Source: an optimization exercise on an open RTL-to-GDS flow (aim: small area and a short achievable clock period). Production flows keep margins and buffers that such runs may drop. Only simulation tests tie the RTL to the original design; equivalence was not proved. No driver is modelled on the clock port, so clocking that relies on it looks cheaper here than on a real chip. Power figures rest on the tool's default switching activity, not on a simulated workload.

## adder_tree
module adder_tree
#(
    parameter   NB_IN               = 16,
    parameter   IN_WIDTH            = 16,
    parameter   OUT_WIDTH           = IN_WIDTH+NB_IN,
    parameter   USE_PIPE            = 0
)
(
    input   wire                        clk,
    input   wire                        aresetn,
    input   wire [NB_IN*IN_WIDTH-1:0]   data_in,
    input   wire                        data_in_en,
    output  reg [OUT_WIDTH-1:0]        data_out,
    output  reg                        data_out_en
);
==> flow/config.mk <==
export PLATFORM = sky130hd
export DESIGN_NAME = adder_tree
export DESIGN_NICKNAME = adder_tree
export VERILOG_FILES = /design/flow/design.v
export SDC_FILE = /design/flow/constraint.sdc
export NUM_CORES = 4
export LEC_CHECK = 0
export CAP_MARGIN = 20
export CORE_MARGIN = 2
export CORE_UTILIZATION = 60
export SLEW_MARGIN = 20
export SYNTH_HIERARCHICAL = 1
export SYNTH_MINIMUM_KEEP_SIZE = 0
==> flow/constraint.sdc <==
create_clock -name core_clock -period 7.0 [get_ports {clk}]
set_input_delay 1.4000 -clock core_clock [delete_from_list [all_inputs] [get_ports {clk}]]
set_output_delay 1.4000 -clock core_clock [all_outputs]
set_load 0.01 [all_outputs]
standard.sh (not shown) runs the stock make flow with config.mk's settings and CLKGATE_MAP_FILE= SYNTH_SCRIPT=/design/flow/synth_recipe.tcl, a recipe that flattens the netlist after the stock synthesis.
==> flow/flow/run.sh <==
#!/bin/bash
# Own layout flow: the standard ORFS flow (standard.sh, unchanged synthesis),
# with the port buffers chosen explicitly (small buf_1 on inputs, buf_2 on outputs)
# instead of the default clkdlybuf4s50_1 delay buffers, and a clock tree of
# clkbuf_8 without dummy loads.
set -euo pipefail
here=$(pwd)
export PRE_GLOBAL_PLACE_TCL=$here/flow/pre_gp.tcl
export CTS_ARGS="-sink_clustering_enable -repair_clock_nets -dont_use_dummy_load -buf_list sky130_fd_sc_hd__clkbuf_8"
bash standard.sh > $here/orfs_flow.log 2>&1
==> flow/flow/pre_gp.tcl <==
# Sourced by ORFS global_place.tcl before it buffers the ports: make its
# buffer_ports call put buf_1 on every input and buf_2 on every output.
rename buffer_ports orfs_buffer_ports
proc buffer_ports { args } {
  orfs_buffer_ports -inputs -buffer_cell sky130_fd_sc_hd__buf_1
  orfs_buffer_ports -outputs -buffer_cell sky130_fd_sc_hd__buf_2
}
Edit:
--- a/flow/flow/run.sh
+++ b/flow/flow/run.sh
@@ -3,4 +3,3 @@
 # with the port buffers chosen explicitly (small buf_1 on inputs, buf_2 on outputs)
-# instead of the default clkdlybuf4s50_1 delay buffers, and a clock tree of
-# clkbuf_8 without dummy loads.
+# instead of the default clkdlybuf4s50_1 delay buffers.
 set -euo pipefail
- CORE_UTILIZATION: 60 -> 40
Effect: The changed run went through all stages and came out clean. Wire length goes up by 6.3%. Fmax goes down by 0.86%. Sequential share of layout area goes down by 0.40 points. Non-clock buffer count is unchanged. Via count goes down by 1.1%. Cell count goes up by 9.5%. Core utilization goes down by 23 points. Setup slack is worse by 0.020 ns. Design area goes up by 1.1%. Area after synthesis is unchanged.
Edit:
- CORE_UTILIZATION: 40 -> 60
What happened:
- The new run completed without violations
- power is lower by 1.0%
- design area is lower by 1.1%
- clock skew is lower by 0.013 ns
- via count is higher by 1.1%
- non-clock buffer count is unchanged
Edit:
==> flow/run.sh (new file) <==
#!/bin/bash
# synth_recipe.tcl (not shown) runs the flow's synth.tcl, then flattens the netlist and writes it again
# the make line also repeats each setting of config.mk as NAME=value (left out here)
make -C /OpenROAD-flow-scripts/flow DESIGN_CONFIG=/design/flow/config.mk WORK_HOME=/design/flow/orfs CLKGATE_MAP_FILE= SYNTH_SCRIPT=/design/flow/synth_recipe.tcl finish
- CORE_UTILIZATION: 60 -> 40
removed: flow/flow/run.sh
removed: flow/flow/pre_gp.tcl
removed: flow/standard.sh
Result: Worst setup slack gets worse by 0.37 ns. Power rises by 15%. Flip-flop and latch count does not change. Final area goes up by 21%. Hold slack is about the same. Final cell count rises by 11%. Critical path depth shrinks by 3. Global-route usage falls by 4.6 points. Sequential power stays flat. Sequential share of layout area came out lower by 6.0 points. Wire length goes up by 21%.

========
adder_tree again, from the RTL that the note above started with.
## adder_tree
module adder_tree
#(
    parameter   NB_IN               = 16,
    parameter   IN_WIDTH            = 16,
    parameter   OUT_WIDTH           = IN_WIDTH+NB_IN,
    parameter   USE_PIPE            = 0
)
(
    input   wire                        clk,
    input   wire                        aresetn,
    input   wire [NB_IN*IN_WIDTH-1:0]   data_in,
    input   wire                        data_in_en,
    output  reg [OUT_WIDTH-1:0]        data_out,
    output  reg                        data_out_en
);
export LEC_CHECK = 0
export CAP_MARGIN = 20
export CORE_MARGIN = 2
export CORE_UTILIZATION = 60
export SLEW_MARGIN = 20
export SYNTH_HIERARCHICAL = 1
export SYNTH_MINIMUM_KEEP_SIZE = 0
create_clock -name core_clock -period 7.0 [get_ports {clk}]
==> flow/flow/run.sh <==
#!/bin/bash
# Own layout flow: the standard ORFS flow (standard.sh, unchanged synthesis),
# with the port buffers chosen explicitly (small buf_1 on inputs, buf_2 on outputs)
# instead of the default clkdlybuf4s50_1 delay buffers.
set -euo pipefail
here=$(pwd)
export PRE_GLOBAL_PLACE_TCL=$here/flow/pre_gp.tcl
export CTS_ARGS="-sink_clustering_enable -repair_clock_nets -dont_use_dummy_load -buf_list sky130_fd_sc_hd__clkbuf_8 -sink_clustering_size 30 -sink_clustering_max_diameter 80"
bash standard.sh > $here/orfs_flow.log 2>&1
==> flow/flow/pre_gp.tcl <==
# Sourced by ORFS global_place.tcl before it buffers the ports: make its
# buffer_ports call put buf_1 on every input and buf_2 on every output.
rename buffer_ports orfs_buffer_ports
proc buffer_ports { args } {
  orfs_buffer_ports -inputs -buffer_cell sky130_fd_sc_hd__buf_1
  orfs_buffer_ports -outputs -buffer_cell sky130_fd_sc_hd__buf_2
}
The first run passed the timing, DRC and antenna checks.
Next try:
--- a/flow/flow/run.sh
+++ b/flow/flow/run.sh
@@ -7,3 +7,3 @@
 export PRE_GLOBAL_PLACE_TCL=$here/flow/pre_gp.tcl
-export CTS_ARGS="-sink_clustering_enable -repair_clock_nets -dont_use_dummy_load -buf_list sky130_fd_sc_hd__clkbuf_8 -sink_clustering_size 30 -sink_clustering_max_diameter 80"
+export CTS_ARGS="-sink_clustering_enable -repair_clock_nets -dont_use_dummy_load"
 bash standard.sh > $here/orfs_flow.log 2>&1
--- a/flow/config.mk
+++ b/flow/config.mk
@@ -9,3 +9,3 @@
 export CORE_MARGIN = 2
-export CORE_UTILIZATION = 60
+export CORE_UTILIZATION = 40
 export SLEW_MARGIN = 20
Clock skew barely changes.
Worst setup slack degrades by 0.010 ns.
Utilization drops by 22 points.
Count of clock-buffer cells in the layout stays the same.
Cell count climbs by roughly a tenth.
Fmax drops slightly.
Non-clock buffer count stays the same.

========
## run A
adder_tree, a different RTL version from the one above (not shown whole).
Size: ~8900 sq um of cells after synthesis.
==> flow/config.mk <==
export PLATFORM = sky130hd
export DESIGN_NAME = adder_tree
export DESIGN_NICKNAME = adder_tree
export VERILOG_FILES = /design/flow/design.v
export SDC_FILE = /design/flow/constraint.sdc
export NUM_CORES = 4
export LEC_CHECK = 0
export CAP_MARGIN = 20
export CORE_MARGIN = 2
export CORE_UTILIZATION = 68
export SLEW_MARGIN = 20
export SYNTH_HIERARCHICAL = 1
export SYNTH_MINIMUM_KEEP_SIZE = 0
==> flow/constraint.sdc <==
create_clock -name core_clock -period 7.0 [get_ports {clk}]
set_input_delay 1.4000 -clock core_clock [delete_from_list [all_inputs] [get_ports {clk}]]
set_output_delay 1.4000 -clock core_clock [all_outputs]
set_load 0.01 [all_outputs]
==> flow/flow/run.sh <==
#!/bin/bash
# Own layout flow: the standard ORFS flow (standard.sh, unchanged synthesis),
# with the port buffers chosen explicitly (small buf_1 on inputs, buf_2 on outputs)
# instead of the default clkdlybuf4s50_1 delay buffers.
set -euo pipefail
here=$(pwd)
export PRE_GLOBAL_PLACE_TCL=$here/flow/pre_gp.tcl
export SKIP_REPAIR_TIE_FANOUT=1
export CTS_ARGS="-sink_clustering_enable -repair_clock_nets -dont_use_dummy_load -buf_list sky130_fd_sc_hd__clkbuf_8"
bash standard.sh > $here/orfs_flow.log 2>&1
Scripts as last shown in full above: flow/flow/pre_gp.tcl
Every stage of the flow completed for run A, and the final layout passed the timing, DRC and antenna checks.
Changes in run B relative to run A:
Settings: swapping 68 for 60 in CORE_UTILIZATION; putting PLACE_DENSITY at 0.75 where nothing was set.
--- a/flow/flow/run.sh
+++ b/flow/flow/run.sh
@@ -8 +7,0 @@
-export SKIP_REPAIR_TIE_FANOUT=1
[summary]
Footprint of the multi-input gates up 0.81% in run B wrt run A. NOTE: part of the total power dissipated in combinational logic in run B falls short of that of run A. Run B against run A: register-to-register slack now sits higher, cell count saw an increase. From run B to run A, remaining number of nets flagged by the antenna check after routing did not move at all.
Changes in run C relative to run B:
Settings: a deleted PLACE_DENSITY that had been 0.75.
--- a/flow/flow/run.sh
+++ b/flow/flow/run.sh
@@ -7,0 +8 @@
+export SKIP_REPAIR_TIE_FANOUT=1
[summary]
Setup slack delta (run B -> run C): insignificant
Looking at fraction of power consumed by combinational cells, run C sits 0.2 points lower than run B does.
Compared with run B, run C shows final cell count lower by 1.1%.
The part of the cycle the worst path needs was comparable across run C and run B.
Synthesis-stage register bit count: run C vs run B identical
Relative to run B, the wire length after detailed routing of run C is lower by 1100 um.
The insertion delay to the later sink of the worst-skew pair on run B is in line with that on run C.
Higher final area among run C and run B: run B
When run C is set beside run B, its global-route usage turns out to be 1.1 points smaller.
Run C ended up with a lower power than run B did.
Inputs modified between run C and run D:
--- a/flow/flow/run.sh
+++ b/flow/flow/run.sh
@@ -8 +7,0 @@
-export SKIP_REPAIR_TIE_FANOUT=1
Findings:
- Run D ended with every stage complete and zero timing, DRC or antenna violations.
- Run C: no failed stages, no open violations at the end
- Diff run D and run C: sequential group share of total power higher in run D
- Clock skew was higher in run C than in run D.
- Relative to run C, routed wire length has gone down in run D.
- Run D against run C: via count rose by about 0.6%; sequential share of cell area stayed essentially flat; sequential logic power stayed essentially flat.
Here is what was changed in the inputs of run E compared with run D.
--- a/flow/flow/run.sh
+++ b/flow/flow/run.sh
@@ -7,0 +8 @@
+export POST_CTS_TCL=$here/flow/post_cts.tcl
==> flow/flow/post_cts.tcl (new file) <==
# Sourced by ORFS cts.tcl after its own timing repair: upsize cells on the
# critical paths until the setup slack reaches the margin (no buffering).
log_cmd repair_timing -setup -setup_margin 4.70 -sequence "sizeup,swap" -skip_last_gasp
detailed_placement
check_placement -verbose
==> comparison <==
- Compared with run D, run E is hungrier on power.
- Diff run D -> run E: global-route usage increased 0.28 points, first-pass GRT wire length increased 1.3%, cell area increased about 1.3%, sum of routed wire length over all layers increased 180 um, global route total overflow essentially unchanged.
- The run with more setup slack is run E; run D has less.
- Sequential share of layout area on run E is down relative to run D.

========
Another version of the RTL of adder_tree (not shown whole).
For scale: about 500 cells after synthesis, about 190 flip-flops, about 290 I/O pins, roughly 0.0089 mm2 of cells after synthesis.
## adder_tree
module adder_tree
#(
    parameter   NB_IN               = 16,
    parameter   IN_WIDTH            = 16,
    parameter   OUT_WIDTH           = IN_WIDTH+NB_IN,
    parameter   USE_PIPE            = 0
)
(
    input   wire                        clk,
    input   wire                        aresetn,
    input   wire [NB_IN*IN_WIDTH-1:0]   data_in,
    input   wire                        data_in_en,
    output  reg [OUT_WIDTH-1:0]        data_out,
    output  reg                        data_out_en
);
wire s0;
wire c0;
wire s1;
wire c1;
wire s2;
wire c2;
wire s3;
wire c3;
wire s4;
wire c4;
wire s5;
wire c5;
wire s6;
wire c6;
wire s7;
wire c7;
wire s8;
wire c8;
wire s9;
wire c9;
wire s10;
wire c10;
wire s11;
wire c11;
wire s12;
wire c12;
wire s13;
wire c13;
wire s14;
wire c14;
wire s15;
wire c15;
wire s16;
wire c16;
wire s17;
wire c17;
wire s18;
wire c18;
wire s19;
wire c19;
wire s20;
wire c20;
wire s21;
wire c21;
wire s22;
wire c22;
wire s23;
wire c23;
wire s24;
wire c24;
wire s25;
wire c25;
wire s26;
wire c26;
wire s27;
wire c27;
wire s28;
wire c28;
wire s29;
wire c29;
wire s30;
wire c30;
wire s31;
wire c31;
wire s32;
wire c32;
wire s33;
wire c33;
wire s34;
wire c34;
wire s35;
wire c35;
wire s36;
wire c36;
wire s37;
wire c37;
wire s38;
wire c38;
wire s39;
wire c39;
wire s40;
wire c40;
wire s41;
wire c41;
wire s42;
wire c42;
wire s43;
wire c43;
wire s44;
wire c44;
wire s45;
wire c45;
wire s46;
wire c46;
wire s47;
wire c47;
wire s48;
wire c48;
wire s49;
wire c49;
wire s50;
wire c50;
wire s51;
wire c51;
wire s52;
wire c52;
wire s53;
wire c53;
wire s54;
wire c54;
wire s55;
wire c55;
wire s56;
wire c56;
wire s57;
wire c57;
wire s58;
wire c58;
wire s59;
wire c59;
wire s60;
wire c60;
wire s61;
wire c61;
wire s62;
wire c62;
wire s63;
wire c63;
wire s64;
wire c64;
wire s65;
wire c65;
wire s66;
wire c66;
wire s67;
wire c67;
wire s68;
wire c68;
wire s69;
wire c69;
wire s70;
wire c70;
wire s71;
wire c71;
wire s72;
  ...
Settings: LEC_CHECK=0, CAP_MARGIN=20, CORE_MARGIN=2, CORE_UTILIZATION=60, SLEW_MARGIN=20, SYNTH_HIERARCHICAL=1, SYNTH_MINIMUM_KEEP_SIZE=0; clock period 7.0 ns.
==> flow/flow/run.sh <==
#!/bin/bash
# Own layout flow: the standard ORFS flow (standard.sh, unchanged synthesis),
# with the port buffers chosen explicitly (small buf_1 on inputs, buf_2 on outputs)
# instead of the default clkdlybuf4s50_1 delay buffers.
set -euo pipefail
here=$(pwd)
export PRE_GLOBAL_PLACE_TCL=$here/flow/pre_gp.tcl
export SKIP_REPAIR_TIE_FANOUT=1
export CTS_ARGS="-sink_clustering_enable -repair_clock_nets -dont_use_dummy_load -buf_list sky130_fd_sc_hd__clkbuf_8"
bash standard.sh > $here/orfs_flow.log 2>&1
Scripts as last shown in full above: flow/flow/pre_gp.tcl
The baseline produced a clean layout.
Then changed:
==> flow/flow/run.sh (replaced) <==
#!/bin/bash
# Own layout flow: the standard ORFS flow (standard.sh, unchanged synthesis)
# with three changes:
#  - the port buffers are chosen explicitly (buf_1 on inputs, buf_2 on outputs)
#    instead of the default clkdlybuf4s50_1 delay buffers (flow/pre_gp.tcl);
#  - one tie cell drives all the constant outputs (no tie fanout repair);
#  - the clock tree uses clkbuf_8 buffers and no dummy loads.
set -euo pipefail
here=$(pwd)
export PRE_GLOBAL_PLACE_TCL=$here/flow/pre_gp.tcl
export SKIP_REPAIR_TIE_FANOUT=1
export CTS_ARGS="-sink_clustering_enable -repair_clock_nets -dont_use_dummy_load -buf_list sky130_fd_sc_hd__clkbuf_8"
bash standard.sh > $here/orfs_flow.log 2>&1
Outcome: The new run passed the timing, DRC and antenna checks. Design area is unchanged. Critical path depth does not change. Wire length is unchanged. Power is unchanged. Die area stays the same. Synthesized cell count stays the same.

========
== alpha ==
RTL: one of the versions met above, not the one the previous note started from.
Size: roughly 540 cells after synthesis, roughly 190 flip-flops, about 290 I/O pins, about 9200 sq um of cells after synthesis.
Settings: LEC_CHECK=0, CAP_MARGIN=20, CORE_MARGIN=2, CORE_UTILIZATION=60, SETUP_SLACK_MARGIN=4.75, SLEW_MARGIN=20, SYNTH_HIERARCHICAL=1, SYNTH_MINIMUM_KEEP_SIZE=0; clock period 7.0 ns.
==> flow/flow/run.sh <==
#!/bin/bash
# Own layout flow: the standard ORFS flow (standard.sh, unchanged synthesis),
# with the port buffers chosen explicitly (small buf_1 on inputs, buf_2 on outputs)
# instead of the default clkdlybuf4s50_1 delay buffers.
set -euo pipefail
here=$(pwd)
export PRE_GLOBAL_PLACE_TCL=$here/flow/pre_gp.tcl
export CTS_ARGS="-sink_clustering_enable -repair_clock_nets -dont_use_dummy_load -buf_list sky130_fd_sc_hd__clkbuf_8"
bash standard.sh > $here/orfs_flow.log 2>&1
Scripts as last shown in full above: flow/flow/pre_gp.tcl
## Diff of input files: beta against alpha
diff --git a/flow/flow/run.sh b/flow/flow/run.sh
--- a/flow/flow/run.sh
+++ b/flow/flow/run.sh
@@ -7,3 +7,2 @@
 export PRE_GLOBAL_PLACE_TCL=$here/flow/pre_gp.tcl
-export CTS_ARGS="-sink_clustering_enable -repair_clock_nets -dont_use_dummy_load -buf_list sky130_fd_sc_hd__clkbuf_8"
 bash standard.sh > $here/orfs_flow.log 2>&1
diff --git a/flow/config.mk b/flow/config.mk
--- a/flow/config.mk
+++ b/flow/config.mk
@@ -9,4 +9,3 @@
 export CORE_MARGIN = 2
-export CORE_UTILIZATION = 60
-export SETUP_SLACK_MARGIN = 4.75
+export CORE_UTILIZATION = 40
 export SLEW_MARGIN = 20
Findings:
From beta to alpha, final setup violation count did not move at all.
Summary of beta over alpha: setup slack of the critical path after layout shrank by 0.0040 ns; sequential share of layout area shrank by 0.27 points; fraction of area in multi-input gates shrank by 3.3 points; number of core rows grew by 10; routed wire length grew by 830 microns.
Relative to alpha, via count decreased by 45 in beta.
Final clock period utilization by the worst path of beta is on par with alpha.
When beta is set beside alpha, its cell area turns out to be 0.45% smaller.

## re-timing with driven ports
The flow's constraints put no driver on any port. The routed layouts listed below were extracted and timed again, unchanged, in two steps. Step 1 sets driving cells, clkbuf_16 on the clock port and buf_2 on the other inputs (assumed; they add their load-dependent delay and slew). Step 2 adds t to the input delays and takes it off the output delays; t is the mean of the earliest and latest rising clock arrival at the registers after step 1. Input paths then give back, and output paths get back, about the clock's delay inside the block. a / b / c = ideal ports / drivers / drivers and shift; a / b = the first two.
| run | t (ns) | slack for setup (ns) | clock arrival spread, ns |
|---|---|---|---|
| the first run of note 1 | 0.455 | 4.644 / 4.636 / 4.330 | 0.022 / 0.021 |
| the second run of note 1 | 0.485 | 4.623 / 4.617 / 4.319 | 0.046 / 0.045 |
| the third run of note 1 | 0.455 | 4.644 / 4.636 / 4.330 | 0.022 / 0.021 |
| the fourth run of note 1 | 0.468 | 4.276 / 4.227 / 3.986 | 0.012 / 0.012 |
| the first run of note 2 | 0.455 | 4.644 / 4.636 / 4.330 | 0.022 / 0.021 |
| the second run of note 2 | 0.456 | 4.634 / 4.634 / 4.315 | 0.032 / 0.032 |
| run A | 0.476 | 4.580 / 4.580 / 4.333 | 0.016 / 0.016 |
| run B | 0.480 | 4.631 / 4.608 / 4.311 | 0.022 / 0.022 |
| run C | 0.463 | 4.633 / 4.633 / 4.349 | 0.022 / 0.022 |
| run D | 0.466 | 4.623 / 4.623 / 4.292 | 0.015 / 0.016 |
| run E | 0.467 | 4.660 / 4.642 / 4.292 | 0.016 / 0.016 |
| the first run of note 4 | 0.472 | 4.647 / 4.621 / 4.350 | 0.023 / 0.023 |
| the second run of note 4 | 0.472 | 4.647 / 4.621 / 4.350 | 0.023 / 0.023 |
| alpha | 0.467 | 4.646 / 4.629 / 4.345 | 0.027 / 0.027 |
| beta | 0.468 | 4.642 / 4.635 / 4.323 | 0.020 / 0.020 |
After both steps every run listed still meets setup and hold. The setup slack of run E, which loses most, moves by -0.018 ns with the drivers and by -0.368 ns with both steps.
